What follows belongs to an exercise in optimizing a design on an open flow for small area, a short achievable clock period and few clock cycles; a production flow would make more cautious choices.
No functional check of the RTL was part of any run shown here.
Power is estimated from default activity; no workload was simulated.

### flow/design.v
`timescale 1 ns / 1 ps
module Sobel (
    input         ap_clk,
    input         ap_rst,
    input         ap_start,
    output        ap_done,
    output        ap_idle,
    output        ap_ready,
    input  [31:0] p_src_mat_rows_read,
    input  [31:0] p_src_mat_cols_read,
    output [11:0] p_src_mat_data_V_address0,
    output        p_src_mat_data_V_ce0,
    input  [7:0]  p_src_mat_data_V_q0,
    output [11:0] p_dst_matx_data_V_address0,
    output        p_dst_matx_data_V_ce0,
    output        p_dst_matx_data_V_we0,
    output [7:0]  p_dst_matx_data_V_d0,
    output [11:0] p_dst_maty_data_V_address0,
    output        p_dst_maty_data_V_ce0,
    output        p_dst_maty_data_V_we0,
    output [7:0]  p_dst_maty_data_V_d0
);
localparam LH = 4;             
localparam H  = 1 << LH;       
localparam PW = LH + 1;        
localparam NS = LH + 1;        
wire [12:0] R_in = p_src_mat_rows_read[12:0];
wire [6:0]  C_in = p_src_mat_cols_read[6:0];
reg          busy;             
reg          run;              
reg  [5:0]   cm1;              
reg  [12:0]  rem;              
reg          nfull;            
reg          nlast;            
reg  [PW-1:0] nvlen;           
reg          last;             
reg  [PW-1:0] vlen;            
reg  [PW-1:0] p;               
reg          colend;           
reg          cn;               
reg          r1;               
reg  [5:0]   cr;               
reg          lastcol;          
reg          col0, col1;       
reg          c1;               
reg          k_col, k_new;     
reg          k_ci;             
reg          flush;            
reg          ovl;              
reg          s0;               
reg          t0;               
reg  [11:0]  rd;               
reg  [11:0]  cb;               
reg          rdce;
wire accept  = !busy && ap_start;
wire st_new  = colend && (flush ? !last : (lastcol && !last && nfull));   
wire st_fl   = colend && !flush && lastcol && (last || !nfull);            
wire st_col  = colend && !flush && !lastcol;                               
wire st_end  = colend && flush && last;
wire ext     = flush && last && !r1;
wire [11:0] ad_a = k_col ? cb : rd;
wire [11:0] ad_b = k_new ? ~{5'd0, cm1, 1'b1} : k_col ? 12'd0 : {6'd0, cm1};
wire [11:0] ad_s = ad_a + ad_b + k_ci;
wire         n_run    = run && !st_end;
wire         n_flush  = st_fl ? 1'b1 : st_new ? 1'b0 : flush;
wire         n_last   = st_new ? nlast : last;
wire [PW-1:0] n_p     = colend ? {PW{1'b0}} : p + 1'b1;
wire         n_colend = !colend && (p == vlen);
wire         n_cn     = !colend && !cn && (p == vlen);
wire         n_kcol   = n_colend && !flush && (!lastcol || last || !nfull);
wire         n_knew   = n_colend && (flush ? !last : (lastcol && !last && nfull));
always @(posedge ap_clk) begin
    if (ap_rst) begin
        busy <= 1'b0;
        run  <= 1'b0;
        rdce <= 1'b0;
    end else if (accept) begin
        busy <= 1'b1;
        run  <= 1'b1;
        rdce <= 1'b1;
    end else begin
        if (ap_done) busy <= 1'b0;
        run  <= n_run;
        rdce <= n_run && !n_flush && !(r1 && n_colend);
    end
end
always @(posedge ap_clk) begin
    nfull <= (rem >= 2*H + 2);
    nlast <= (rem <= 2*H + 2);
    nvlen <= (rem <= 2*H + 2) ? rem[PW-1:0] - (H + 2) : H;
    if (accept) begin
        cm1    <= C_in[5:0] - 1'b1;
        rem    <= R_in;
        last   <= (R_in <= H + 2);
        vlen   <= (R_in <= H + 2) ? ((R_in == 13'd1) ? {PW{1'b0}} : R_in[PW-1:0] - 2'd2) : H;
        r1     <= (R_in == 13'd1);
        cn     <= 1'b0;
        p      <= 0;
        colend <= 1'b0;
        flush  <= 1'b0;
        ovl    <= 1'b0;
        s0     <= 1'b1;
        t0     <= 1'b1;
        rd     <= 12'd0;
        cb     <= 12'd0;
        cr     <= C_in[5:0] - 1'b1;
        lastcol <= (C_in[5:0] == 6'd1);
        c1     <= (C_in[5:0] == 6'd1);
        col0   <= 1'b1;
        col1   <= 1'b0;
        k_col  <= 1'b0;
        k_new  <= 1'b0;
        k_ci   <= 1'b1;
    end else begin
        k_col  <= n_kcol;
        k_new  <= n_knew;
        k_ci   <= !(n_knew && flush);
        p      <= n_p;
        colend <= ext ? cn : n_colend;
        cn     <= n_cn;
        flush  <= n_flush;
        last   <= n_last;
        rd <= ad_s;
        if (k_col || k_new) cb <= ad_s;
        if (st_new) begin
            rem  <= rem - H;
            vlen <= nvlen;
            s0   <= 1'b0;
            cr   <= cm1;
            lastcol <= c1;
            col0 <= 1'b1;
            col1 <= 1'b0;
            ovl  <= !flush;
            t0   <= s0;
        end
        if (st_fl || st_col) begin
            cr   <= cr - 1'b1;
            lastcol <= (cr == 6'd1);
            col0 <= 1'b0;
            col1 <= col0;
            ovl  <= 1'b0;
            t0   <= s0;
        end
    end
end
assign p_src_mat_data_V_address0 = rd;
assign p_src_mat_data_V_ce0      = rdce;
wire m_bot    = last && !r1 && ((p == 0 && !col0 && !col1) || (flush && colend));
wire m_valid  = run && (((!col0 || ovl) && ((p >= 2) || (p == 1 && t0))) || m_bot);
wire m_top    = t0 && (p == 1);
wire m_left   = ovl ? c1 : col1;
wire m_last   = run && st_end;
wire m_fcol   = t0 ? (p == 1) : (p == 2);
wire m_fstrip = m_left && !t0;
reg m1_bot, m2_bot;
reg m1_valid, m1_top, m1_left, m1_right, m1_last, m1_fcol, m1_fstrip;
reg m2_valid, m2_right, m2_last, m2_fcol, m2_fstrip;
reg m3_valid, m3_right, m3_last, m3_fcol, m3_fstrip;
reg ce_d1;
always @(posedge ap_clk) begin
    if (ap_rst) begin
        m1_valid <= 1'b0; m1_last <= 1'b0;
        m2_valid <= 1'b0; m2_last <= 1'b0;
        m3_valid <= 1'b0; m3_last <= 1'b0;
        ce_d1 <= 1'b0;
    end else begin
        m1_valid <= m_valid;  m1_last <= m_last;
        m2_valid <= m1_valid; m2_last <= m1_last;
        m3_valid <= m2_valid; m3_last <= m2_last;
        ce_d1 <= rdce;
    end
end
always @(posedge ap_clk) begin
    m1_bot <= m_bot; m2_bot <= m1_bot;
    m1_top <= m_top; m1_left <= m_left; m1_right <= ovl; m1_fcol <= m_fcol; m1_fstrip <= m_fstrip;
    m2_right <= m1_right; m2_fcol <= m1_fcol; m2_fstrip <= m1_fstrip;
    m3_right <= m2_right; m3_fcol <= m2_fcol; m3_fstrip <= m2_fstrip;
end
reg  [NS-1:0] sen;
always @(posedge ap_clk) begin
    if (vlen[LH]) sen <= {NS{1'b1}};
    else          sen <= {1'b0, vlen[LH-1:0]};
end
reg [7:0] e0, e1, e2, f0, f1, f2, g0, g1, g2;
reg [8*H-1:0] va, vb;
wire [7:0] ca [0:NS];
wire [7:0] cv [0:NS];
assign ca[0] = e1;
assign cv[0] = f1;
genvar gi, gj;
generate
    for (gi = 0; gi < NS; gi = gi + 1) begin : seg
        localparam integer LEN  = (gi < LH) ? (1 << gi) : 1;
        localparam integer BASE = (gi < LH) ? ((1 << gi) - 1) : (H - 1);
        always @(posedge ap_clk) begin
            va[8*BASE +: 8] <= ca[gi];
            vb[8*BASE +: 8] <= cv[gi];
        end
        for (gj = 1; gj < LEN; gj = gj + 1) begin : st
            always @(posedge ap_clk) begin
                va[8*(BASE+gj) +: 8] <= va[8*(BASE+gj-1) +: 8];
                vb[8*(BASE+gj) +: 8] <= vb[8*(BASE+gj-1) +: 8];
            end
        end
        assign ca[gi+1] = sen[gi] ? va[8*(BASE+LEN-1) +: 8] : ca[gi];
        assign cv[gi+1] = sen[gi] ? vb[8*(BASE+LEN-1) +: 8] : cv[gi];
    end
endgenerate
always @(posedge ap_clk) begin
    e0 <= ce_d1 ? p_src_mat_data_V_q0 : 8'd0;
    e1 <= e0;
    e2 <= (m1_top || m1_right) ? 8'd0 : e1;
    f0 <= ca[NS];
    f1 <= f0;
    f2 <= m1_top ? 8'd0 : f1;
    g0 <= m1_left ? 8'd0 : cv[NS];
    g1 <= g0;
    g2 <= m1_top ? 8'd0 : g1;
end
wire [7:0] d0x = m2_bot ? 8'd0 : e0;
wire [7:0] g0x = m2_bot ? 8'd0 : g0;
wire [7:0] d0y = m2_right ? 8'd0 : e0;
reg [9:0] sxp, sxm, syp, sym;
always @(posedge ap_clk) begin
    sxp <= {2'd0, e2} + {1'd0, e1, 1'b0} + {2'd0, d0x};
    sxm <= {2'd0, g2} + {1'd0, g1, 1'b0} + {2'd0, g0x};
    syp <= m2_bot ? 10'd0 : {2'd0, g0} + {1'd0, f0, 1'b0} + {2'd0, d0y};
    sym <= {2'd0, g2} + {1'd0, f2, 1'b0} + {2'd0, e2};
end
wire [10:0] gx = {1'b0, sxp} - {1'b0, sxm};
wire [10:0] gy = {1'b0, syp} - {1'b0, sym};
wire [7:0] cx = (gx[10] || m3_right) ? 8'd0 : (|gx[9:8]) ? 8'd255 : gx[7:0];
wire [7:0] cy = gy[10] ? 8'd0 : (|gy[9:8]) ? 8'd255 : gy[7:0];
reg [7:0]  ox, oy;
reg [11:0] oa, wcb;
reg        owe, odone;
wire [11:0] wa_a = (m3_fcol && !m3_fstrip) ? wcb : oa;
wire [11:0] wa_n = wa_a + (m3_fcol ? 12'd0 : {6'd0, cm1}) + 1'b1;
always @(posedge ap_clk) begin
    ox <= cx;
    oy <= cy;
    if (accept) wcb <= 12'hfff;
    else if (m3_valid && m3_fcol) wcb <= wa_n;
    if (m3_valid) oa <= wa_n;
end
always @(posedge ap_clk) begin
    if (ap_rst) begin
        owe   <= 1'b0;
        odone <= 1'b0;
    end else begin
        owe   <= m3_valid;
        odone <= m3_last;
    end
end
assign p_dst_matx_data_V_address0 = oa;
assign p_dst_matx_data_V_ce0      = owe;
assign p_dst_matx_data_V_we0      = owe;
assign p_dst_matx_data_V_d0       = ox;
assign p_dst_maty_data_V_address0 = oa;
assign p_dst_maty_data_V_ce0      = owe;
assign p_dst_maty_data_V_we0      = owe;
assign p_dst_maty_data_V_d0       = oy;
assign ap_done  = odone;
assign ap_ready = odone;
assign ap_idle  = !busy && !ap_start;
endmodule
### flow/run.sh
#!/bin/bash
# synth_recipe.tcl (not shown) runs the flow's synth.tcl, then flattens the netlist and writes it again
# the make line also repeats each setting of config.mk as NAME=value (left out here)
make -C /OpenROAD-flow-scripts/flow DESIGN_CONFIG=/design/flow/config.mk WORK_HOME=/design/flow/orfs CLKGATE_MAP_FILE= SYNTH_SCRIPT=/design/flow/synth_recipe.tcl finish
### flow/config.mk
export PLATFORM = sky130hd
export DESIGN_NAME = Sobel
export DESIGN_NICKNAME = Sobel
export VERILOG_FILES = /design/flow/design.v
export SDC_FILE = /design/flow/constraint.sdc
export NUM_CORES = 4
export LEC_CHECK = 0
export CAP_MARGIN = 20
export CORE_MARGIN = 2
export CORE_UTILIZATION = 55
export SETUP_SLACK_MARGIN = 2.5
export SLEW_MARGIN = 20
### flow/constraint.sdc
create_clock -name core_clock -period 5.0 [get_ports {ap_clk}]
set_input_delay 1.0000 -clock core_clock [delete_from_list [all_inputs] [get_ports {ap_clk}]]
set_output_delay 1.0000 -clock core_clock [all_outputs]
set_load 0.01 [all_outputs]
==> flow_summary.json, run 1 <==
{
  "number_of_instances_in_the_synthesized_netlist": 1584,
  "worstHoldStart": "va[103]",
  "post_layout_cell_count": 2209,
  "detail_route.wirelength.met1_um": 15300,
  "first_global_vias": 11200,
  "detail_route.wirelength_um": 33800,
  "num_vias": 10900,
  "clockBufferDepth": 3,
  "top_layer_used": "met4",
  "synth-main-ff-cell": "dfxtp_1",
  "worst_slack_ns": 2.40,
  "setup.worst_path.start_class": "flip-flop",
  "yosysSeqAreaShare_pct": 58.6,
  "clock_tree_from_tritoncts": "done",
  "hold_end": "va[111]",
  "tightestPinTransition_ns": 1.13,
  "grt_overflow_total": 0,
  "drt-wirelength-per-cell_um": 15.3,
  "drtIter0Drc": 385,
  "htree_num_levels": 2,
  "placement.cell_area_mm2": 0.0197,
  "core_area_mm2": 0.0334,
  "totalNegativeSetupSlack_ns": 0,
  "areaGrowthSynthToFinish_pct": 19.4,
  "result_of_the_run": "complete, no violations",
  "placement.io_buffers": 89,
  "hpwl_reported_at_the_end_of_detailed_placement_um": 22700,
  "detailroute.wirelength.met3_um": 1070,
  "ys_types": 60,
  "grt_antenna_before_repair": 0,
  "dr_wl_met2_um": 16600,
  "io_pins": 135,
  "period_share_pct": 52.1,
  "crit_fanout": 7,
  "ys_warn_count": 1,
  "worstHoldPathCells": 0,
  "avgSynthCellArea_um2": 11.7,
  "cts.hold.buffers_added": 0,
  "static-leakage-power_nw": 9.56,
  "yosys_register_bits": 519,
  "grt_setup_unrepaired": "yes",
  "hold_violations": 0,
  "dieArea_mm2": 0.0351,
  "cts_root_buf": "clkbuf_16",
  "finalNetCount": 1915,
  "gpl.final_weighted_congestion": 0.820,
  "timing.critical_path.to_type": "flip-flop",
  "min-delay-path-class": "flip-flop to flip-flop",
  "setup_viol_count_final": 0,
  "drc_errors": 0,
  "synth-edff-count": 46,
  "ir_worst_vdd_mv": 0.345,
  "x_dimension_of_the_die_um": 187,
  "detail-route-antenna-nets": 0,
  "placement.setup.worst_slack_ns": 1.90,
  "worst_r2r_path_depth": 10,
  "reg2reg_slack_ns": 2.40,
  "slowest_stage": "fa_1",
  "critical_path_required_ns": 5.46,
  "finalMaxSlewViolations": 0,
  "rr_startpoint": "m2_right",
  "grt_first_pass_wirelength_um": 56200,
  "maxCapViolCount": 0,
  "path_cells": "nand2b_4 -> fa_1 -> inv_1 -> ha_2 -> a21o_1 -> a21oi_2 -> o21bai_2 -> a2111oi_2 -> or3_1 -> mux2_4",
  "maximum_number_of_pins_on_one_net_before_global_route_repair": 41,
  "async_flop_share_pct": 0,
  "critical_path_buf_inv_count": 1,
  "synth_top_cells_by_area": "dfxtp_1, edfxtp_1, ha_1",
  "yosysTopAreaCellShare_pct": 51.2,
  "std_cell_rows": 67,
  "worst_path_dominant_cell_family": "compound AO/OA/AOI/OAI gates",
  "num_antenna_cells": 0,
  "cpPeakStageDelay_ns": 0.47,
  "chipHeight_um": 187,
  "grt_usage_pct": 19.8,
  "share_of_layout_cells_above_drive_strength_1_pct": 18.1,
  "synth_top_area_cell": "dfxtp_1",
  "final_period_minus_worst_setup_slack_ns": 2.60,
  "number_of_placed_cells_counting_well_taps": 2069,
  "drt_pre_antenna_iters": 6,
  "syn_nets": 1780,
  "drt-vias-per-instance": 4.95,
  "cts.clk_slew.worst_paths_ns": 0.06,
  "crit-reg2reg-capture": "syp[8]",
  "timing.setup.critical_path_class": "flip-flop to flip-flop",
  "clk-insertion-delay-late_ns": 0.58,
  "worst-endpoint-arrival_ns": 3.07,
  "fmax_mhz": 384,
  "power-per-cell-area_mw_per_mm2": 503,
  "clock_skew_ns": 0.0139,
  "clk_sink_count": 519,
  "syn-cell-area_mm2": 0.0185,
  "final_design_area_no_fill_mm2": 0.0221,
  "report.power.total_w": 0.0111,
  "cts_inserted_buffers": 51,
  "max_slew_margin_pct": 24.3,
  "initial_core_util_pct": 55.5
}
-- layout make-up --
class | count | area [um^2]
Fill cell | 2645 | 11300
Sequential cell | 519 | 10900
Multi-Input combinational cell | 923 | 7370
Clock buffer | 66 | 1430
Timing Repair Buffer | 138 | 1230
Tap cell | 448 | 561
Inverter | 86 | 323
Clock inverter | 29 | 298
-- state kept, by name, indices dropped and copies added, names as in the netlist, 6 cells and up --
name	cells
e0	8
f0	8
cm1	6
sxm	10
wcb	12
cr	6
g2	8
rem	13
vb	128
oy	8
rd	12
va	128
cb	12
oa	12
f2	8
syp	10
sym	10
f1	8
e1	8
g1	8
e2	8
g0	8
ox	8
sxp	10
-- kinds of logic (layout without fill, tap and decap cells) --
group	Yosys count	after routing	share of synthesized area (%)
DFF	519	519	58.6
and+or+nand+nor	407	407	10.7
AOI/OAI and AO/OA	205	205	7.10
buffers and inverters	142	319	3.34
adders and majority gates	121	121	9.68
muxes	112	112	6.81
xor gates and xnor gates	78	78	3.69
-- worst reg2reg max path: stages (launching register included) --
cell       delay, ns
dfxtp_4         0.38
nand2b_4        0.16
fa_1            0.47
inv_1           0.04
ha_2            0.19
a21o_1          0.19
a21oi_2         0.17
o21bai_2        0.11
a2111oi_2       0.29
or3_1           0.18
mux2_4          0.30
-- per-stage QoR --
step	utilization, %	hold WS [ns]
floorplan	-	0.310
global placement	59.2	0.310
detailed placement	59.2	0.312
CTS	65.2	0.315
global route	66.2	0.327
finish	66.2	0.313
-- placed cells by master (no fill, tap or decap), types with 8 or more instances in the layout --
cell type	n
inv_1	82
fa_1	30
a21oi_2	15
dlygate4sd2_1	36
edfxtp_1	46
nor3_1	25
o21a_1	19
dfxtp_1	459
o22ai_1	9
mux2_2	77
o21ai_0	44
mux2_4	10
and2_1	26
dfxtp_2	9
mux2i_1	23
a21oi_1	35
ha_1	76
buf_4	47
a21o_1	14
nand2_1	99
nand3_1	23
nand2b_1	17
clkinv_2	8
nor2b_1	57
clkbuf_16	52
nor2_1	103
clkdlybuf4s50_1	49
nand4_1	8
clkbuf_8	8
xnor2_1	49
xor2_1	28
-- synth_stat cells (all sizes together), types with 27 or more instances --
cell type,count
nor3,27
mux2,87
xnor2,50
buf,30
inv,86
a21oi,51
nor2b,63
nor2,107
xor2,28
nand2,99
edfxtp,46
ha,84
dfxtp,473
o21ai,52
fa,37
-- worst max path at each step --
stage | depth (start not counted) | startpoint | to
after floorplan | 12 | k_col | rd[10]
after detailed placement | 3 | ap_start | ap_idle
after global placement | 3 | ap_start | ap_idle
after CTS | 9 | m2_right | syp[8]
final | 10 | m2_right | syp[8]
after global routing | 10 | m2_right | syp[8]
-- power breakdown --
| group | switching, W | internal, W | leakage [nW] | total [W] |
|---|---|---|---|---|
| Clock | 0.00160 | 0.00226 | 0.848 | 0.00386 |
| Sequential | 0.000229 | 0.00465 | 4.30 | 0.00488 |
| Combinational | 0.00122 | 0.00115 | 4.41 | 0.00237 |
-- what timing repair did --
| item | in CTS | in global routing |
|---|---|---|
| resized for setup | 77 | 54 |
| pin swaps | 15 | 34 |
| endpoints found under the setup margin | 106 | 54 |
| buffers inserted | 28 | 17 |
-- routing by layer --
| layer | vias up | GRT usage, % |
|---|---|---|
| met5 | - | 0 |
| met4 | 0 | 7.36 |
| met3 | 61 | 3.19 |
| met2 | 152 | 34.7 |
| met1 | 5120 | 24.8 |
| li1 | 5605 | - |
==> run 2, diff against run 1 <==
==> flow/flow/run.sh (new file) <==
#!/bin/bash
# Standard layout flow; only the cell used to buffer the ports is chosen
# (sky130_fd_sc_hd__buf_1 instead of the tool's default pick).
set -o pipefail
cp standard.sh standard_sh_copy.log
cp config.mk config_orig.log
echo 'export BUFFER_PORTS_ARGS = -buffer_cell sky130_fd_sc_hd__buf_1' >> config.mk
bash standard.sh > standard_run.log 2>&1
==> flow/standard.sh (new file) <==
#!/bin/bash
# synth_recipe.tcl (not shown) runs the flow's synth.tcl, then flattens the netlist and writes it again
# the make line also repeats each setting of config.mk as NAME=value (left out here)
make -C /OpenROAD-flow-scripts/flow DESIGN_CONFIG=/design/flow/config.mk WORK_HOME=/design/flow/orfs CLKGATE_MAP_FILE= SYNTH_SCRIPT=/design/flow/synth_recipe.tcl "${@:-finish}"
--- a/flow/config.mk
+++ b/flow/config.mk
@@ -8,5 +8,8 @@
 export CAP_MARGIN = 20
 export CORE_MARGIN = 2
 export CORE_UTILIZATION = 55
+export CTS_CLUSTER_DIAMETER = 60
+export CTS_CLUSTER_SIZE = 24
 export SETUP_SLACK_MARGIN = 2.5
 export SLEW_MARGIN = 20
+export BUFFER_PORTS_ARGS = -buffer_cell sky130_fd_sc_hd__buf_1
removed: flow/run.sh
==> flow_summary.json, run 2 <==
{
  "result_of_the_run": "complete, no violations",
  "grt_first_pass_wirelength_um": 54000,
  "detail_route.wirelength.met1_um": 15300,
  "period_share_pct": 50.9,
  "dr_wl_met2_um": 16100,
  "clk_sink_count": 519,
  "num_antenna_cells": 0,
  "initial_core_util_pct": 55.5,
  "synth-edff-count": 46,
  "fillers": 2760,
  "totalNegativeSetupSlack_ns": 0,
  "hpwl_reported_at_the_end_of_detailed_placement_um": 22800,
  "ys_warn_count": 1,
  "syn_nets": 1780,
  "detail_route.wirelength_um": 33100,
  "drtIter0Drc": 377,
  "chipHeight_um": 187,
  "num_vias": 10800,
  "x_dimension_of_the_die_um": 187,
  "ys_types": 60,
  "gpl.final_weighted_congestion": 0.837,
  "synth-main-ff-cell": "dfxtp_1",
  "path_cells": "nand2b_4 -> fa_1 -> inv_1 -> ha_2 -> a21o_1 -> a21oi_2 -> o21bai_2 -> a2111oi_2 -> or3_1 -> mux2_4",
  "timing.critical_path.to_type": "flip-flop",
  "detail-route-antenna-nets": 0,
  "avgSynthCellArea_um2": 11.7,
  "grt_overflow_total": 0,
  "crit_fanout": 6,
  "synth_top_area_cell": "dfxtp_1",
  "drt-wirelength-per-cell_um": 15.3,
  "drc_errors": 0,
  "final_cell_mix": "dfxtp_1, nor2_1, nand2_1",
  "cpPeakStageDelay_ns": 0.47,
  "first_global_vias": 10800,
  "maximum_number_of_pins_on_one_net_before_global_route_repair": 60,
  "critical_path_required_ns": 5.44,
  "critical_path_buf_inv_count": 1,
  "std_cell_rows": 67,
  "maxCapViolCount": 0,
  "io_pins": 135,
  "final_period_minus_worst_setup_slack_ns": 2.55,
  "syn-cell-area_mm2": 0.0185,
  "yosysSeqAreaShare_pct": 58.6,
  "grt_setup_unrepaired": "yes",
  "areaGrowthSynthToFinish_pct": 13.4,
  "htree_num_levels": 2,
  "setup_viol_count_final": 0,
  "power.combinational.fraction_pct": 21.2,
  "power-per-cell-area_mw_per_mm2": 491,
  "cts.clk_slew.worst_paths_ns": 0.09,
  "async_flop_share_pct": 0,
  "static-leakage-power_nw": 8.93,
  "finalNetCount": 1886,
  "grt_antenna_before_repair": 0,
  "max_slew_margin_pct": 27.1,
  "top_layer_used": "met4",
  "final_design_area_no_fill_mm2": 0.0210,
  "yosys_register_bits": 519,
  "number_of_instances_in_the_synthesized_netlist": 1584,
  "slowest_stage": "fa_1",
  "drt-vias-per-instance": 5.00,
  "clock_tree_from_tritoncts": "done",
  "finalMaxSlewViolations": 0,
  "fmax_mhz": 393,
  "dieArea_mm2": 0.0351,
  "yosysTopAreaCellShare_pct": 51.2,
  "yosys-top-cells-count": "dfxtp_1, nor2_1, nand2_1",
  "library_cell_with_the_highest_instance_count_after_synthesis": "dfxtp_1",
  "hold_violations": 0,
  "layout_top_registers": "va (128), vb (128), rem (13)",
  "cell_internal_pwr_w": 0.00726,
  "drt_pre_antenna_iters": 5,
  "worst_path_dominant_cell_family": "compound AO/OA/AOI/OAI gates",
  "share_of_layout_cells_above_drive_strength_1_pct": 15.2,
  "mostFrequentLayoutCell": "dfxtp_1",
  "cts_inserted_buffers": 37,
  "ir_worst_vdd_mv": 0.418,
  "switching_power_w": 0.00304,
  "worst-endpoint-arrival_ns": 2.99,
  "cts.hold.buffers_added": 0,
  "setup.worst_path.start_class": "flip-flop",
  "cts_root_buf": "clkbuf_16",
  "seqPwrFrac_pct": 47.3,
  "clock_skew_ns": 0.0172,
  "clockBufferDepth": 3,
  "placement.io_buffers": 89,
  "core_area_mm2": 0.0334,
  "tightestPinTransition_ns": 1.09,
  "clk-insertion-delay-late_ns": 0.54,
  "placement.cell_area_mm2": 0.0192,
  "grt_usage_pct": 18.9,
  "min-delay-path-class": "flip-flop to flip-flop",
  "switching_share_pct": 29.5,
  "detailroute.wirelength.met3_um": 1060,
  "p_clk_share_pct": 31.5,
  "timing.setup.critical_path_class": "flip-flop to flip-flop",
  "synth_top_cells_by_area": "dfxtp_1, edfxtp_1, ha_1"
}
-- run 2: cell counts after synthesis --
No cell type changed its count.
-- run 2: power by group through the flow --
stage / Combinational (W) / Sequential (W) / Clock (W)
global placement: 0.00198 / 0.00498 / 0
detailed placement: 0.00200 / 0.00498 / 0
finish: 0.00218 / 0.00488 / 0.00325
global route: 0.00246 / 0.00493 / 0.00348
floorplan: 0.00158 / 0.00492 / 0
CTS: 0.00212 / 0.00489 / 0.00333
-- run 2: through the flow --
stage | utilization, % | instances | hold slack, ns | setup slack, ns | total power (W)
5_1_grt | 62.9 | 2164 | 0.325 | 2.31 | 0.0109
3_5_place_dp | 57.5 | 2068 | 0.312 | 1.83 | 0.00699
6_report | 62.9 | 2164 | 0.323 | 2.45 | 0.0103
2_1_floorplan | - | 1584 | 0.310 | 2.36 | 0.00650
4_1_cts | 62.3 | 2154 | 0.329 | 2.30 | 0.0103
3_3_place_gp | 57.5 | 2068 | 0.310 | 1.87 | 0.00696
-- run 2: area by class of cell --
cell class                 instances  area [um^2]  share of cell area, %
sequential                       519        10900                   51.9
multi-input combinational        923         7270                   34.6
clock buffer                      44         1050                   4.99
timing repair buffer             123          594                   2.83
tap                              448          561                   2.67
inverter                          86          325                   1.55
clock inverter                    21          302                   1.44
-- run 2: routing by layer --
metal  vias to the layer above  GRT usage [%]
met1                      5106           24.4
met5                         -              0
met2                       141           32.9
li1                       5529              -
met3                        40           3.02
met4                         0           5.60
-- run 2: cells by family (layout without fill, tap and decap cells) --
family / count (synthesis) / in the layout / synth area share [%]
AO/OA/AOI/OAI: 205 / 205 / 7.10
XOR/XNOR: 78 / 78 / 3.69
adder cells (fa/ha/maj): 121 / 121 / 9.68
buffers and inverters: 142 / 274 / 3.34
flip-flops: 519 / 519 / 58.6
multiplexers: 112 / 112 / 6.81
AND/OR/NAND/NOR: 407 / 407 / 10.7
-- run 2: worst paths after layout --
check | from | endpoint | slack [ns] | cells past startpoint
worst max-delay path | m2_right | syp[8] | 2.45 | 10
worst min-delay path | va[108] | va[116] | 0.32 | 0
worst max register to register | m2_right | syp[8] | 2.45 | 10
worst min register to register | va[108] | va[116] | 0.32 | 0
-- run 2: repair_timing --
action	4_1_cts	5_1_grt
resized for setup	39	35
setup endpoints to repair	79	44
pin swaps	14	29
gates cloned	0	0
buffers inserted	21	10
==> run 3, diff against run 2 <==
--- a/flow/design.v
+++ b/flow/design.v
@@ -20,10 +20,11 @@
     output        p_dst_maty_data_V_we0,
     output [7:0]  p_dst_maty_data_V_d0
 );
-localparam LH = 4;             
-localparam H  = 1 << LH;       
-localparam PW = LH + 1;        
-localparam NS = LH + 1;        
+localparam H  = 16;            
+localparam PW = $clog2(H + 2);   
+localparam LH = $clog2(H + 1) - 1;   
+localparam XL = H - (1 << LH) + 1;   
+localparam NS = LH + 1;
 wire [12:0] R_in = p_src_mat_rows_read[12:0];
 wire [6:0]  C_in = p_src_mat_cols_read[6:0];
 reg          busy;             
@@ -155,7 +156,7 @@
 reg m1_bot, m2_bot;
 reg m1_valid, m1_top, m1_left, m1_right, m1_last, m1_fcol, m1_fstrip;
 reg m2_valid, m2_right, m2_last, m2_fcol, m2_fstrip;
-reg m3_valid, m3_right, m3_last, m3_fcol, m3_fstrip;
+reg m3_valid, m3_right, m3_last, m3_fcol, m3_wcb;
 reg ce_d1;
 always @(posedge ap_clk) begin
     if (ap_rst) begin
@@ -174,12 +175,12 @@
     m1_bot <= m_bot; m2_bot <= m1_bot;
     m1_top <= m_top; m1_left <= m_left; m1_right <= ovl; m1_fcol <= m_fcol; m1_fstrip <= m_fstrip;
     m2_right <= m1_right; m2_fcol <= m1_fcol; m2_fstrip <= m1_fstrip;
-    m3_right <= m2_right; m3_fcol <= m2_fcol; m3_fstrip <= m2_fstrip;
+    m3_right <= m2_right; m3_fcol <= m2_fcol; m3_wcb <= m2_fcol && !m2_fstrip;
 end
 reg  [NS-1:0] sen;
 always @(posedge ap_clk) begin
-    if (vlen[LH]) sen <= {NS{1'b1}};
-    else          sen <= {1'b0, vlen[LH-1:0]};
+    if (vlen >= (1 << LH)) sen <= {1'b1, vlen[LH-1:0] - XL[LH-1:0]};
+    else                   sen <= {1'b0, vlen[LH-1:0]};
 end
 reg [7:0] e0, e1, e2, f0, f1, f2, g0, g1, g2;
 reg [8*H-1:0] va, vb;
@@ -190,8 +191,8 @@
 genvar gi, gj;
 generate
     for (gi = 0; gi < NS; gi = gi + 1) begin : seg
-        localparam integer LEN  = (gi < LH) ? (1 << gi) : 1;
-        localparam integer BASE = (gi < LH) ? ((1 << gi) - 1) : (H - 1);
+        localparam integer LEN  = (gi < LH) ? (1 << gi) : XL;
+        localparam integer BASE = (gi < LH) ? ((1 << gi) - 1) : ((1 << LH) - 1);
         always @(posedge ap_clk) begin
             va[8*BASE +: 8] <= ca[gi];
             vb[8*BASE +: 8] <= cv[gi];
@@ -219,12 +220,13 @@
 end
 wire [7:0] d0x = m2_bot ? 8'd0 : e0;
 wire [7:0] g0x = m2_bot ? 8'd0 : g0;
-wire [7:0] d0y = m2_right ? 8'd0 : e0;
+wire [7:0] f0x = m2_bot ? 8'd0 : f0;
+wire [7:0] d0y = (m2_right || m2_bot) ? 8'd0 : e0;
 reg [9:0] sxp, sxm, syp, sym;
 always @(posedge ap_clk) begin
     sxp <= {2'd0, e2} + {1'd0, e1, 1'b0} + {2'd0, d0x};
     sxm <= {2'd0, g2} + {1'd0, g1, 1'b0} + {2'd0, g0x};
-    syp <= m2_bot ? 10'd0 : {2'd0, g0} + {1'd0, f0, 1'b0} + {2'd0, d0y};
+    syp <= {2'd0, g0x} + {1'd0, f0x, 1'b0} + {2'd0, d0y};
     sym <= {2'd0, g2} + {1'd0, f2, 1'b0} + {2'd0, e2};
 end
 wire [10:0] gx = {1'b0, sxp} - {1'b0, sxm};
@@ -234,7 +236,7 @@
 reg [7:0]  ox, oy;
 reg [11:0] oa, wcb;
 reg        owe, odone;
-wire [11:0] wa_a = (m3_fcol && !m3_fstrip) ? wcb : oa;
+wire [11:0] wa_a = m3_wcb ? wcb : oa;
 wire [11:0] wa_n = wa_a + (m3_fcol ? 12'd0 : {6'd0, cm1}) + 1'b1;
 always @(posedge ap_clk) begin
     ox <= cx;
==> flow_summary.json, run 3 <==
{
  "result_of_the_run": "complete, no violations",
  "io_pins": 135,
  "yosys-top-cells-count": "dfxtp_1, nor2_1, inv_1",
  "detail-route-antenna-nets": 0,
  "worst_slack_ns": 2.31,
  "crit_fanout": 6,
  "gpl.final_weighted_congestion": 0.816,
  "chipHeight_um": 189,
  "share_of_layout_cells_above_drive_strength_1_pct": 19.6,
  "finalMaxSlewViolations": 0,
  "fillers": 2650,
  "finalNetCount": 1930,
  "cts.hold.buffers_added": 0,
  "yosys_register_bits": 519,
  "grt_antenna_before_repair": 0,
  "avgSynthCellArea_um2": 11.7,
  "drt-vias-per-instance": 5.06,
  "drt-wirelength-per-cell_um": 15.7,
  "final_period_minus_worst_setup_slack_ns": 2.69,
  "final_design_area_no_fill_mm2": 0.0219,
  "p_clk_share_pct": 31.9,
  "report.power.total_w": 0.0104,
  "clock_tree_from_tritoncts": "done",
  "synth-edff-count": 46,
  "footprint_of_the_flip_flops_and_latches_mm2": 0.0109,
  "num_antenna_cells": 0,
  "maxCapViolCount": 0,
  "power.combinational.fraction_pct": 21.6,
  "max_slew_margin_pct": 26.0,
  "std_cell_rows": 67,
  "setup.worst_path.start_class": "flip-flop",
  "grt_overflow_total": 0,
  "first_global_vias": 11100,
  "timing.critical_path.to_type": "flip-flop",
  "period_share_pct": 53.7,
  "static-leakage-power_nw": 9.17,
  "areaGrowthSynthToFinish_pct": 17.0,
  "seqPwrFrac_pct": 46.5,
  "mostFrequentLayoutCell": "dfxtp_1",
  "power-per-cell-area_mw_per_mm2": 476,
  "placement.setup.worst_slack_ns": 1.90,
  "htree_num_levels": 2,
  "hpwl_reported_at_the_end_of_detailed_placement_um": 23300,
  "final_cell_mix": "dfxtp_1, nor2_1, buf_1",
  "layout_top_registers": "va (128), vb (128), rem (13)",
  "placement.io_buffers": 89,
  "core_area_mm2": 0.0335,
  "ys_types": 71,
  "switching_share_pct": 29.1,
  "detail_route.wirelength_um": 34600,
  "timing.setup.critical_path_class": "flip-flop to flip-flop",
  "cell_internal_pwr_w": 0.00740,
  "clockBufferDepth": 3,
  "critical_path_required_ns": 5.42,
  "maximum_number_of_pins_on_one_net_before_global_route_repair": 43,
  "drc_errors": 0,
  "ir_worst_vdd_mv": 0.362,
  "grt_first_pass_wirelength_um": 56300,
  "library_cell_with_the_highest_instance_count_after_synthesis": "dfxtp_1",
  "placement.cell_area_mm2": 0.0195,
  "totalNegativeSetupSlack_ns": 0,
  "cts_inserted_buffers": 38,
  "async_flop_share_pct": 0,
  "clk-insertion-delay-late_ns": 0.55,
  "yosysTopAreaCellShare_pct": 50.6,
  "min-delay-path-class": "flip-flop to flip-flop",
  "drt_pre_antenna_iters": 5,
  "fmax_mhz": 372,
  "synth_top_area_cell": "dfxtp_1",
  "syn-cell-area_mm2": 0.0187,
  "drtIter0Drc": 508,
  "num_vias": 11200,
  "tightestPinTransition_ns": 1.11,
  "grt_usage_pct": 19.6,
  "cts_root_buf": "clkbuf_16",
  "clock_skew_ns": 0.0194,
  "yosysSeqAreaShare_pct": 57.9,
  "syn_nets": 1804,
  "hold_violations": 0,
  "dieArea_mm2": 0.0355,
  "number_of_instances_in_the_synthesized_netlist": 1606,
  "multi_input_area_mm2": 0.00791,
  "synth-main-ff-cell": "dfxtp_1",
  "cts.clk_slew.worst_paths_ns": 0.08,
  "ys_warn_count": 1,
  "setup_viol_count_final": 0,
  "clk_sink_count": 519,
  "x_dimension_of_the_die_um": 189,
  "worst-endpoint-arrival_ns": 3.11,
  "switching_power_w": 0.00303,
  "synth_top_cells_by_area": "dfxtp_1, edfxtp_1, ha_1",
  "grt_setup_unrepaired": "yes",
  "initial_core_util_pct": 55.8
}
## run 3: changes by cell type after synthesis, moves of 8 or more
| cell | change |
|---|---|
| a21oi_1 | +20 |
| nand2_1 | -14 |
| nor2_1 | -14 |
| a211oi_1 | +8 |
| o22ai_1 | -9 |
| nand2b_1 | +10 |
## run 3: power groups by stage
| stage | registers (W) | logic (W) | clock network [W] |
|---|---|---|---|
| final | 0.00485 | 0.00225 | 0.00333 |
| after global routing | 0.00490 | 0.00250 | 0.00357 |
| after CTS | 0.00486 | 0.00203 | 0.00342 |
| after detailed placement | 0.00497 | 0.00183 | 0 |
| after global placement | 0.00496 | 0.00180 | 0 |
| after floorplan | 0.00490 | 0.00146 | 0 |
## run 3: layer usage
metal	track usage [%]	up-vias	share of wire (%)
li1	-	5663	-
met1	24.9	5301	45
met2	34.7	147	50
met3	3.05	58	3.3
met4	5.50	0	2.3
met5	0	-	0
## run 3: cell families (layout without fill, tap and decap cells)
kind of cell             Yosys count  after routing  share of synthesized area (%)
XOR/XNOR                          83             83                           3.88
multiplexers                     113            113                           6.78
AND/OR/NAND/NOR                  395            395                           10.6
flip-flops                       519            519                           57.9
buffers and inverters            151            305                           3.49
AO/OA/AOI/OAI                    222            222                           7.56
adder cells (fa/ha/maj)          123            123                           9.70
## run 3: worst paths after layout
| path | endpoint | depth (start not counted) | from | slack, ns |
|---|---|---|---|---|
| worst max register to register | syp[8] | 11 | m2_bot | 2.31 |
| worst min register to register | va[79] | 0 | va[71] | 0.33 |
| worst max-delay path | syp[8] | 11 | m2_bot | 2.31 |
| worst min-delay path | va[79] | 0 | va[71] | 0.33 |
## run 3: layout make-up
| class | count | share of cell area [%] |
|---|---|---|
| Multi-Input combinational cell | 936 | 36.1 |
| Timing Repair Buffer | 146 | 3.83 |
| Clock buffer | 47 | 4.97 |
| Tap cell | 448 | 2.56 |
| Sequential cell | 519 | 49.6 |
| Inverter | 91 | 1.56 |
| Clock inverter | 21 | 1.38 |
## run 3: what timing repair did
item | in CTS | in global routing
pin swaps | 24 | 59
setup buffers | 29 | 23
cloned | 0 | 0
resized for setup | 64 | 78
endpoints found under the setup margin | 64 | 49
## run 3: through the flow
step | std cells | utilization (%) | hold slack [ns]
6_report | 2208 | 65.4 | 0.326
5_1_grt | 2208 | 65.4 | 0.331
4_1_cts | 2184 | 63.8 | 0.327
3_5_place_dp | 2087 | 58.2 | 0.312
3_3_place_gp | 2087 | 58.2 | 0.310
2_1_floorplan | 1606 | - | 0.310
## run 3: worst max-delay path, cell delays in order, from the launching register on
cell and delay [ns]:
dfxtp_4 0.39, buf_4 0.15, nor2b_4 0.11, nor2b_4 0.17, fa_2 0.47, ha_4 0.19, a21o_1 0.16, a21oi_2 0.16
nor2b_1 0.07, o21a_1 0.21, o41ai_2 0.35, xnor2_1 0.12
==> run 4, diff against run 3 <==
--- a/flow/design.v
+++ b/flow/design.v
@@ -20,7 +20,7 @@
     output        p_dst_maty_data_V_we0,
     output [7:0]  p_dst_maty_data_V_d0
 );
-localparam H  = 16;            
+localparam H  = 12;            
 localparam PW = $clog2(H + 2);   
 localparam LH = $clog2(H + 1) - 1;   
 localparam XL = H - (1 << LH) + 1;   
==> flow_summary.json, run 4 <==
{
  "result_of_the_run": "complete, no violations",
  "ys_types": 70,
  "placement.cell_area_mm2": 0.0179,
  "x_dimension_of_the_die_um": 181,
  "layout_top_registers": "va (96), vb (96), rem (13)",
  "drtIter0Drc": 462,
  "reg2reg_slack_ns": 2.31,
  "share_of_layout_cells_above_drive_strength_1_pct": 17.7,
  "critical_path_required_ns": 5.45,
  "chipHeight_um": 181,
  "crit_path_frequent_cell": "inv_2",
  "grt_antenna_before_repair": 0,
  "number_of_instances_in_the_synthesized_netlist": 1505,
  "mostFrequentLayoutCell": "dfxtp_1",
  "cts_inserted_buffers": 35,
  "library_cell_with_the_highest_instance_count_after_synthesis": "dfxtp_1",
  "critical_path_cell_count": 13,
  "yosys-top-cells-count": "dfxtp_1, nor2_1, inv_1",
  "setup.worst_path.start_class": "flip-flop",
  "final_cell_mix": "dfxtp_1, nor2_1, buf_1",
  "final_design_area_no_fill_mm2": 0.0200,
  "first_global_vias": 10300,
  "clockBufferDepth": 3,
  "max_slew_margin_pct": 32.4,
  "hpwl_reported_at_the_end_of_detailed_placement_um": 21800,
  "totalNegativeSetupSlack_ns": 0,
  "critical_path_buf_inv_count": 3,
  "power-per-cell-area_mw_per_mm2": 502,
  "syn-cell-area_mm2": 0.0172,
  "io_pins": 135,
  "async_flop_share_pct": 0,
  "ys_warn_count": 1,
  "dieArea_mm2": 0.0327,
  "htree_num_levels": 2,
  "static-leakage-power_nw": 8.43,
  "worst-endpoint-arrival_ns": 3.14,
  "synth-main-ff-cell": "dfxtp_1",
  "maximum_number_of_pins_on_one_net_before_global_route_repair": 48,
  "syn_nets": 1704,
  "min-delay-path-class": "flip-flop to flip-flop",
  "slowest_stage": "fa_2",
  "synth-edff-count": 45,
  "grt_setup_unrepaired": "yes",
  "synth_top_cells_by_area": "dfxtp_1, edfxtp_1, ha_1",
  "crit_start": "m2_bot",
  "std_cell_rows": 64,
  "hold_violations": 0,
  "gpl.final_weighted_congestion": 0.816,
  "report.power.total_w": 0.0100,
  "clk-insertion-delay-late_ns": 0.53,
  "worst_path_dominant_cell_family": "adder cells",
  "finalNetCount": 1822,
  "detail_route.wirelength_um": 32600,
  "drt-wirelength-per-cell_um": 15.9,
  "drt-vias-per-instance": 5.11,
  "grt_first_pass_wirelength_um": 52900,
  "clock_tree_from_tritoncts": "done",
  "grt_overflow_total": 0,
  "yosys_register_bits": 451,
  "timing.critical_path.to_type": "flip-flop",
  "areaGrowthSynthToFinish_pct": 16.4,
  "synth_top_area_cell": "dfxtp_1",
  "setup_viol_count_final": 0,
  "num_vias": 10400,
  "fmax_mhz": 371,
  "detail-route-antenna-nets": 0,
  "ir_worst_vdd_mv": 0.395,
  "cpPeakStageDelay_ns": 0.54,
  "grt_usage_pct": 19.8,
  "core_area_mm2": 0.0307,
  "crit_fanout": 6,
  "finalMaxSlewViolations": 0,
  "yosysSeqAreaShare_pct": 55.2,
  "cts.clk_slew.worst_paths_ns": 0.08,
  "worstSetupEndpoint": "syp[7]",
  "drc_errors": 0,
  "avgSynthCellArea_um2": 11.4,
  "crit-reg2reg-capture": "syp[7]",
  "period_share_pct": 53.8,
  "timing.setup.critical_path_class": "flip-flop to flip-flop",
  "maxCapViolCount": 0,
  "rr_startpoint": "m2_bot",
  "path_cells": "nand2b_4 -> or2_4 -> fa_2 -> inv_2 -> ha_4 -> inv_2 -> fa_2 -> inv_2 -> a21o_1 -> a21oi_2 -> o21bai_1 -> a21oi_2 -> xnor2_1",
  "initial_core_util_pct": 56.0,
  "yosysTopAreaCellShare_pct": 47.3,
  "clk_sink_count": 451,
  "drt_pre_antenna_iters": 5,
  "placement.io_buffers": 89,
  "clock_skew_ns": 0.0198,
  "hold-worst-slack_ns": 0.321,
  "worst_r2r_path_depth": 13,
  "final_period_minus_worst_setup_slack_ns": 2.69,
  "tightestPinTransition_ns": 1.01,
  "cts_root_buf": "clkbuf_16"
}
run 4: worst reg2reg max path, stage by stage, from the launching register on:
cell      delay [ns]
dfxtp_4         0.40
nand2b_4        0.16
or2_4           0.23
fa_2            0.54
inv_2           0.05
ha_4            0.16
inv_2           0.05
fa_2            0.20
inv_2           0.03
a21o_1          0.16
a21oi_2         0.18
o21bai_1        0.11
a21oi_2         0.21
xnor2_1         0.16
run 4: kinds of logic (layout without fill, tap and decap cells):
kind of cell	count (synthesis)	count (layout)	share of synthesized area (%)
DFF	451	451	55.2
and+or+nand+nor	383	383	11.2
AOI/OAI and AO/OA	220	220	8.45
buffers and inverters	147	289	3.75
adders and majority gates	124	124	10.6
muxes	100	100	6.71
xor gates and xnor gates	80	80	4.08
other	0	1	0
run 4: final cells by class:
| class | instances | area (um^2) |
|---|---|---|
| clock inverter | 20 | 312 |
| sequential | 451 | 9500 |
| timing repair buffer | 139 | 818 |
| tap | 396 | 495 |
| clock buffer | 41 | 972 |
| multi-input combinational | 907 | 7560 |
| fill | 2441 | 10700 |
| antenna | 1 | 2.50 |
| inverter | 89 | 334 |
run 4: per-stage QoR:
stage	utilization, %	setup WS, ns	instances
after global routing	65.2	2.23	2043
final	65.2	2.31	2044
after global placement	58.2	1.86	1937
after detailed placement	58.2	1.82	1938
after floorplan	-	2.46	1505
after CTS	63.9	2.32	2031
run 4: how the worst min path moves through the flow:
stage,from,to,slack (ns),cells after the start
after floorplan,m1_bot,m2_bot,0.31,0
after global placement,va[38],va[46],0.31,0
after detailed placement,va[28],va[36],0.31,0
after CTS,va[77],va[85],0.32,0
after global routing,vb[87],vb[95],0.33,0
final,vb[35],vb[43],0.32,0
run 4: repair_timing:
action                                  in CTS  in global routing
hold buffers                                 0                  0
resized for setup                           43                 55
endpoints found under the setup margin      58                 54
pin swaps                                   28                 37
gates cloned                                 1                  1
setup buffers                               31                 11
run 4: where the power goes:
group | leakage (nW) | switching, W | total, W | internal [W]
clock | 0.614 | 0.00149 | 0.00301 | 0.00152
sequential | 3.74 | 0.000236 | 0.00437 | 0.00413
combinational | 4.07 | 0.00144 | 0.00266 | 0.00122
run 4: metal layers:
| metal | GRT usage, % | vias to the layer above | wire [um] |
|---|---|---|---|
| met5 | 0 | - | 0 |
| li1 | - | 5315 | - |
| met3 | 2.84 | 55 | 1030 |
| met1 | 26.0 | 4911 | 15000 |
| met4 | 6.03 | 0 | 815 |
| met2 | 34.1 | 156 | 15800 |
==> run 5, diff against run 4 <==
--- a/flow/config.mk
+++ b/flow/config.mk
@@ -5,6 +5,7 @@
 export SDC_FILE = /design/flow/constraint.sdc
 export NUM_CORES = 4
 export LEC_CHECK = 0
+export ABC_CLOCK_PERIOD_IN_PS = 1500
 export CAP_MARGIN = 20
 export CORE_MARGIN = 2
 export CORE_UTILIZATION = 55
==> flow_summary.json, run 5 <==
{
  "max_slew_margin_pct": 32.4,
  "totalNegativeSetupSlack_ns": 0,
  "synth_top_cells_by_area": "dfxtp_1, edfxtp_1, ha_1",
  "ys_types": 70,
  "fmax_mhz": 371,
  "static-leakage-power_nw": 8.43,
  "timing.critical_path.to_type": "flip-flop",
  "cts_inserted_buffers": 35,
  "worst-endpoint-arrival_ns": 3.14,
  "result_of_the_run": "complete, no violations",
  "number_of_placed_cells_counting_well_taps": 1938,
  "x_dimension_of_the_die_um": 181,
  "rr_startpoint": "m2_bot",
  "crit-reg2reg-capture": "syp[7]",
  "drtIter0Drc": 462,
  "crit_fanout": 6,
  "maximum_number_of_pins_on_one_net_before_global_route_repair": 48,
  "synth_top_area_cell": "dfxtp_1",
  "hpwl_reported_at_the_end_of_detailed_placement_um": 21800,
  "mostFrequentLayoutCell": "dfxtp_1",
  "yosysSeqAreaShare_pct": 55.2,
  "syn-cell-area_mm2": 0.0172,
  "async_flop_share_pct": 0,
  "initial_core_util_pct": 56.0,
  "areaGrowthSynthToFinish_pct": 16.4,
  "io_pins": 135,
  "critical_path_required_ns": 5.45,
  "detail_route.wirelength_um": 32600,
  "ir_worst_vdd_mv": 0.395,
  "std_cell_rows": 64,
  "drt-wirelength-per-cell_um": 15.9,
  "syn_nets": 1704,
  "maxCapViolCount": 0,
  "dieArea_mm2": 0.0327,
  "clock_tree_from_tritoncts": "done",
  "cts.clk_slew.worst_paths_ns": 0.08,
  "yosys_register_bits": 451,
  "hold_violations": 0,
  "ys_warn_count": 1,
  "setup.worst_path.start_class": "flip-flop",
  "setup_viol_count_final": 0,
  "drt_pre_antenna_iters": 5,
  "report.power.total_w": 0.0100,
  "yosysTopAreaCellShare_pct": 47.3,
  "power-per-cell-area_mw_per_mm2": 502,
  "worstSetupEndpoint": "syp[7]",
  "grt_overflow_total": 0,
  "timing.setup.critical_path_class": "flip-flop to flip-flop",
  "drc_errors": 0,
  "drt-vias-per-instance": 5.11,
  "clockBufferDepth": 3,
  "placement.io_buffers": 89,
  "num_vias": 10400,
  "share_of_layout_cells_above_drive_strength_1_pct": 17.7,
  "detail-route-antenna-nets": 0,
  "grt_first_pass_wirelength_um": 52900,
  "library_cell_with_the_highest_instance_count_after_synthesis": "dfxtp_1",
  "grt_setup_unrepaired": "yes",
  "core_area_mm2": 0.0307,
  "htree_num_levels": 2,
  "clk_sink_count": 451,
  "min-delay-path-class": "flip-flop to flip-flop",
  "finalMaxSlewViolations": 0,
  "worst_r2r_path_depth": 13,
  "clock_skew_ns": 0.0198,
  "avgSynthCellArea_um2": 11.4,
  "clk-insertion-delay-late_ns": 0.53,
  "chipHeight_um": 181,
  "yosys-top-cells-count": "dfxtp_1, nor2_1, inv_1",
  "cts.hold.buffers_added": 0,
  "layout_top_registers": "va (96), vb (96), rem (13)",
  "synth-main-ff-cell": "dfxtp_1",
  "gpl.final_weighted_congestion": 0.816,
  "post_layout_cell_count": 2044,
  "crit_start": "m2_bot",
  "grt_antenna_before_repair": 0,
  "period_share_pct": 53.8,
  "finalNetCount": 1822,
  "first_global_vias": 10300,
  "number_of_instances_in_the_synthesized_netlist": 1505,
  "reg2reg_slack_ns": 2.31,
  "final_period_minus_worst_setup_slack_ns": 2.69,
  "worstHoldPathCells": 0,
  "grt_usage_pct": 19.8,
  "tightestPinTransition_ns": 1.01,
  "synth-edff-count": 45,
  "final_cell_mix": "dfxtp_1, nor2_1, buf_1",
  "cts_root_buf": "clkbuf_16"
}
==> run 5: cell counts in the layout (fill, tap and decap cells not counted) <==
No cell type changed its count.
==> run 5: worst min path at each step <==
stage / from / to / slack, ns
6_report: vb[35] / vb[43] / 0.32
3_3_place_gp: va[38] / va[46] / 0.31
5_1_grt: vb[87] / vb[95] / 0.33
4_1_cts: va[77] / va[85] / 0.32
3_5_place_dp: va[28] / va[36] / 0.31
2_1_floorplan: m1_bot / m2_bot / 0.31
==> run 5: report_power, final <==
group / internal, W / switching [W]
logic: 0.00122 / 0.00144
registers: 0.00413 / 0.000236
clock network: 0.00152 / 0.00149
==> run 5: what timing repair did <==
action / in CTS / in global routing
buffers inserted: 31 / 11
endpoints found under the setup margin: 58 / 54
pin swaps: 28 / 37
gates cloned: 1 / 1
gates resized for setup: 43 / 55
==> run 5: routing by layer <==
metal | track usage [%] | share of wire [%]
met4 | 6.03 | 2.5
met5 | 0 | 0
met2 | 34.1 | 48
met3 | 2.84 | 3.2
met1 | 26.0 | 46
==> run 5: cell families (layout without fill, tap and decap cells) <==
| group | count (synthesis) | count (layout) | share of synthesized area, % |
|---|---|---|---|
| AOI/OAI and AO/OA | 220 | 220 | 8.45 |
| xor gates and xnor gates | 80 | 80 | 4.08 |
| adders and majority gates | 124 | 124 | 10.6 |
| buffers and inverters | 147 | 289 | 3.75 |
| DFF | 451 | 451 | 55.2 |
| muxes | 100 | 100 | 6.71 |
| other | 0 | 1 | 0 |
| and+or+nand+nor | 383 | 383 | 11.2 |
==> run 5: final cells by class <==
type	count	area, um^2
multi-input combinational	907	7560
antenna	1	2.50
clock buffer	41	972
tap	396	495
inverter	89	334
clock inverter	20	312
timing repair buffer	139	818
fill	2441	10700
sequential	451	9500
==> run 5: critical path: stages, from the launching register on <==
cell and delay, ns:
dfxtp_4 0.40, nand2b_4 0.15, or2_4 0.23, fa_2 0.54, inv_2 0.05, ha_4 0.16
inv_2 0.05, fa_2 0.20, inv_2 0.03, a21o_1 0.16, a21oi_2 0.18, o21bai_1 0.11
a21oi_2 0.21, xnor2_1 0.16
==> run 5: metrics by stage <==
step	area [um^2]	setup WS [ns]	util [%]	hold slack [ns]
2_1_floorplan	17300	2.46	-	0.310
3_3_place_gp	17800	1.86	58.2	0.309
3_5_place_dp	17900	1.82	58.2	0.312
4_1_cts	19600	2.32	63.9	0.321
5_1_grt	20000	2.23	65.2	0.326
6_report	20000	2.31	65.2	0.321
==> run 6, diff against run 5 <==
--- a/flow/design.v
+++ b/flow/design.v
@@ -153,7 +153,7 @@
 wire m_last   = run && st_end;
 wire m_fcol   = t0 ? (p == 1) : (p == 2);
 wire m_fstrip = m_left && !t0;
-reg m1_bot, m2_bot;
+reg m1_bot, m2_bot, m3_bot;
 reg m1_valid, m1_top, m1_left, m1_right, m1_last, m1_fcol, m1_fstrip;
 reg m2_valid, m2_right, m2_last, m2_fcol, m2_fstrip;
 reg m3_valid, m3_right, m3_last, m3_fcol, m3_wcb;
@@ -175,7 +175,7 @@
     m1_bot <= m_bot; m2_bot <= m1_bot;
     m1_top <= m_top; m1_left <= m_left; m1_right <= ovl; m1_fcol <= m_fcol; m1_fstrip <= m_fstrip;
     m2_right <= m1_right; m2_fcol <= m1_fcol; m2_fstrip <= m1_fstrip;
-    m3_right <= m2_right; m3_fcol <= m2_fcol; m3_wcb <= m2_fcol && !m2_fstrip;
+    m3_right <= m2_right; m3_bot <= m2_bot; m3_fcol <= m2_fcol; m3_wcb <= m2_fcol && !m2_fstrip;
 end
 reg  [NS-1:0] sen;
 always @(posedge ap_clk) begin
@@ -183,6 +183,7 @@
     else                   sen <= {1'b0, vlen[LH-1:0]};
 end
 reg [7:0] e0, e1, e2, f0, f1, f2, g0, g1, g2;
+reg [7:0] e0m, g0m;
 reg [8*H-1:0] va, vb;
 wire [7:0] ca [0:NS];
 wire [7:0] cv [0:NS];
@@ -209,6 +210,8 @@
 endgenerate
 always @(posedge ap_clk) begin
     e0 <= ce_d1 ? p_src_mat_data_V_q0 : 8'd0;
+    e0m <= (ce_d1 && !m1_bot && !m1_right) ? p_src_mat_data_V_q0 : 8'd0;
+    g0m <= (m1_left || m1_bot) ? 8'd0 : cv[NS];
     e1 <= e0;
     e2 <= (m1_top || m1_right) ? 8'd0 : e1;
     f0 <= ca[NS];
@@ -218,19 +221,15 @@
     g1 <= g0;
     g2 <= m1_top ? 8'd0 : g1;
 end
-wire [7:0] d0x = m2_bot ? 8'd0 : e0;
-wire [7:0] g0x = m2_bot ? 8'd0 : g0;
-wire [7:0] f0x = m2_bot ? 8'd0 : f0;
-wire [7:0] d0y = (m2_right || m2_bot) ? 8'd0 : e0;
 reg [9:0] sxp, sxm, syp, sym;
 always @(posedge ap_clk) begin
-    sxp <= {2'd0, e2} + {1'd0, e1, 1'b0} + {2'd0, d0x};
-    sxm <= {2'd0, g2} + {1'd0, g1, 1'b0} + {2'd0, g0x};
-    syp <= {2'd0, g0x} + {1'd0, f0x, 1'b0} + {2'd0, d0y};
+    sxp <= {2'd0, e2} + {1'd0, e1, 1'b0} + {2'd0, e0m};
+    sxm <= {2'd0, g2} + {1'd0, g1, 1'b0} + {2'd0, g0m};
+    syp <= {2'd0, g0} + {1'd0, f0, 1'b0} + {2'd0, e0m};
     sym <= {2'd0, g2} + {1'd0, f2, 1'b0} + {2'd0, e2};
 end
 wire [10:0] gx = {1'b0, sxp} - {1'b0, sxm};
-wire [10:0] gy = {1'b0, syp} - {1'b0, sym};
+wire [10:0] gy = {1'b0, m3_bot ? 10'd0 : syp} - {1'b0, sym};
 wire [7:0] cx = (gx[10] || m3_right) ? 8'd0 : (|gx[9:8]) ? 8'd255 : gx[7:0];
 wire [7:0] cy = gy[10] ? 8'd0 : (|gy[9:8]) ? 8'd255 : gy[7:0];
 reg [7:0]  ox, oy;
--- a/flow/config.mk
+++ b/flow/config.mk
@@ -5,7 +5,6 @@
 export SDC_FILE = /design/flow/constraint.sdc
 export NUM_CORES = 4
 export LEC_CHECK = 0
-export ABC_CLOCK_PERIOD_IN_PS = 1500
 export CAP_MARGIN = 20
 export CORE_MARGIN = 2
 export CORE_UTILIZATION = 55
==> flow_summary.json, run 6 <==
{
  "grt_first_pass_wirelength_um": 51300,
  "avgSynthCellArea_um2": 11.7,
  "multi_input_area_mm2": 0.00735,
  "dieArea_mm2": 0.0331,
  "maximum_number_of_pins_on_one_net_before_global_route_repair": 52,
  "htree_num_levels": 2,
  "crit_fanout": 3,
  "share_of_layout_cells_above_drive_strength_1_pct": 15.3,
  "first_global_vias": 10100,
  "drt-wirelength-per-cell_um": 15.8,
  "setup_viol_count_final": 0,
  "syn_nets": 1681,
  "synth_top_cells_by_area": "dfxtp_1, edfxtp_1, ha_1",
  "critical_path_required_ns": 5.27,
  "timing.critical_path.to_type": "flip-flop",
  "yosysSeqAreaShare_pct": 56.5,
  "chipHeight_um": 182,
  "post_layout_cell_count": 2005,
  "core_area_mm2": 0.0313,
  "setup.worst_path.start_class": "flip-flop",
  "hold_violations": 0,
  "min-delay-path-class": "flip-flop to flip-flop",
  "placement.cell_area_mm2": 0.0180,
  "synth_top_area_cell": "dfxtp_1",
  "drt-vias-per-instance": 5.10,
  "grt_antenna_before_repair": 1,
  "mostFrequentLayoutCell": "dfxtp_1",
  "clock_tree_from_tritoncts": "done",
  "io_pins": 135,
  "grt_usage_pct": 19.3,
  "detail_route.wirelength_um": 31700,
  "placement.io_buffers": 89,
  "finalNetCount": 1777,
  "async_flop_share_pct": 0,
  "drc_errors": 0,
  "grt_overflow_total": 0,
  "final_design_area_no_fill_mm2": 0.0197,
  "maxCapViolCount": 0,
  "drtIter0Drc": 434,
  "clk-insertion-delay-late_ns": 0.52,
  "ir_worst_vdd_mv": 0.327,
  "hold-worst-slack_ns": 0.321,
  "library_cell_with_the_highest_instance_count_after_synthesis": "dfxtp_1",
  "synth-main-ff-cell": "dfxtp_1",
  "footprint_of_the_flip_flops_and_latches_mm2": 0.00984,
  "layout_top_registers": "va (96), vb (96), rem (13)",
  "totalNegativeSetupSlack_ns": 0,
  "syn-cell-area_mm2": 0.0174,
  "yosys_register_bits": 468,
  "worst-endpoint-arrival_ns": 2.82,
  "areaGrowthSynthToFinish_pct": 13.3,
  "yosysTopAreaCellShare_pct": 48.7,
  "clock_skew_ns": 0.0163,
  "number_of_placed_cells_counting_well_taps": 1920,
  "hpwl_reported_at_the_end_of_detailed_placement_um": 22300,
  "fillers": 2562,
  "max_slew_margin_pct": 38.5,
  "synth-edff-count": 45,
  "ys_warn_count": 1,
  "result_of_the_run": "complete, no violations",
  "finalMaxSlewViolations": 0,
  "final_cell_mix": "dfxtp_1, buf_1, ha_1",
  "cts_root_buf": "clkbuf_16",
  "x_dimension_of_the_die_um": 182,
  "period_share_pct": 50.9,
  "timing.setup.critical_path_class": "flip-flop to flip-flop",
  "clk_sink_count": 468,
  "gpl.final_weighted_congestion": 0.803,
  "cts.clk_slew.worst_paths_ns": 0.08,
  "clockBufferDepth": 3,
  "ys_types": 68,
  "yosys-top-cells-count": "dfxtp_1, ha_1, nor2_1",
  "tightestPinTransition_ns": 0.921,
  "detail-route-antenna-nets": 0,
  "grt_setup_unrepaired": "yes",
  "drt_pre_antenna_iters": 4,
  "num_vias": 10200,
  "std_cell_rows": 65,
  "static-leakage-power_nw": 8.20,
  "number_of_instances_in_the_synthesized_netlist": 1482,
  "cts_inserted_buffers": 34,
  "initial_core_util_pct": 55.5,
  "fmax_mhz": 393,
  "cts.hold.buffers_added": 0,
  "power-per-cell-area_mw_per_mm2": 502,
  "final_period_minus_worst_setup_slack_ns": 2.55
}
## run 6: cell types whose count changed in the layout (fill, tap and decap cells not counted), sizes merged, moves of 15 or more
cell	previous run	this run
dfxtp	406	423
nor2	100	77
buf	136	118
nor3	26	41
inv	100	80
## run 6: final cells by class
type	instances	share of cell area, %
diodes	1	0.0127
clock buffers	36	4.46
clock inverters	24	1.45
inverters	68	1.30
multi-input cells	888	37.3
flip-flops and latches	468	50.0
well taps	402	2.55
repair buffers	118	2.97
## run 6: metal layers
metal  routed length [um]  part of all wire [%]  GRT usage, %  vias to the layer above
li1                     -                     -             -                     5253
met1                14800                    47          25.2                     4798
met2                15100                    48          33.3                      135
met3                  959                   3.0          2.91                       43
met4                  790                   2.5          5.92                        0
met5                    0                     0             0                        -
## run 6: what timing repair did
action,in CTS,in global routing
hold endpoints to repair,0,0
pin swaps,13,21
gates resized for setup,27,60
setup endpoints to repair,64,49
gates cloned,0,0
setup buffers,14,10
## run 6: worst paths after layout
| check | startpoint | end | slack [ns] | cells past startpoint |
|---|---|---|---|---|
| worst max-delay path | cm1[0] | oa[8] | 2.45 | 11 |
| worst min-delay path | vb[44] | vb[52] | 0.32 | 0 |
| worst max register to register | cm1[0] | oa[8] | 2.45 | 11 |
| worst min register to register | vb[44] | vb[52] | 0.32 | 0 |
## run 6: kinds of logic (layout without fill, tap and decap cells)
| group | Yosys count | after routing | share of synthesized area (%) |
|---|---|---|---|
| DFF | 468 | 468 | 56.5 |
| AOI/OAI and AO/OA | 224 | 224 | 8.16 |
| adders and majority gates | 124 | 124 | 10.5 |
| and+or+nand+nor | 367 | 367 | 10.7 |
| muxes | 98 | 98 | 6.81 |
| buffers and inverters | 126 | 246 | 3.53 |
| xor gates and xnor gates | 75 | 75 | 3.78 |
| other | 0 | 1 | 0 |
## run 6: worst max-delay path, cell delays in order (launching register included)
cell and delay [ns]:
edfxtp_1 0.46, buf_6 0.17, nand2b_4 0.08, ha_4 0.14, inv_2 0.03, fa_2 0.34
a21o_1 0.16, a21o_1 0.20, a211o_1 0.37, nand3_2 0.12, xor2_2 0.16, o2bb2ai_1 0.07
## run 6: stage by stage
step / utilization, % / total power, W / setup WS, ns
4_1_cts: 61.8 / 0.00984 / 2.35
3_5_place_dp: 57.3 / 0.00684 / 1.71
3_3_place_gp: 57.3 / 0.00680 / 1.79
6_report: 62.9 / 0.00990 / 2.45
2_1_floorplan: - / 0.00632 / 2.43
5_1_grt: 62.9 / 0.0105 / 2.33
## run 6: power breakdown
part	internal (W)	switching, W	total, W
logic	0.00115	0.00136	0.00251
registers	0.00428	0.000265	0.00455
clock network	0.00143	0.00142	0.00285
total	0.00686	0.00304	0.00990

[separate check: timing with driven ports]
In the flow no input, the clock included, has a driving cell. The finished layouts below were timed again as built, in two steps. Step 1: set_driving_cell puts a clkbuf_16 on ap_clk and a buf_2 on each other input, an assumption about the parent block. Step 2 adds t to the input delays and takes it off the output delays; t is the mean of the earliest and latest rising clock arrival at the registers after step 1. Input paths then give back, and output paths get back, about the clock's delay inside the block. a / b / c = ideal ports / drivers / drivers and shift; a / b = the first two.
| run | shift t [ns] | setup slack, ns | hold WS [ns] | worst register clock-pin slew, ns | cell pins on the clock port's net |
|---|---|---|---|---|---|
| run 1 | 0.624 | 2.397 / 2.397 / 2.066 | 0.313 / 0.313 / 0.313 | 0.07 / 0.07 | 1 |
| run 2 | 0.587 | 2.454 / 2.454 / 2.153 | 0.323 / 0.323 / 0.323 | 0.09 / 0.09 | 1 |
| run 3 | 0.592 | 2.313 / 2.313 / 2.313 | 0.326 / 0.326 / 0.326 | 0.09 / 0.09 | 1 |
| run 4 | 0.572 | 2.308 / 2.308 / 2.180 | 0.321 / 0.321 / 0.321 | 0.09 / 0.09 | 1 |
| run 5 | 0.572 | 2.308 / 2.308 / 2.180 | 0.321 / 0.321 / 0.321 | 0.09 / 0.09 | 1 |
| run 6 | 0.567 | 2.454 / 2.454 / 2.259 | 0.321 / 0.321 / 0.321 | 0.09 / 0.09 | 1 |
After both steps setup and hold are still met in every run listed. For run 1, which loses most, drivers alone change the setup slack by 0.000 ns; drivers and shift together by -0.331 ns.
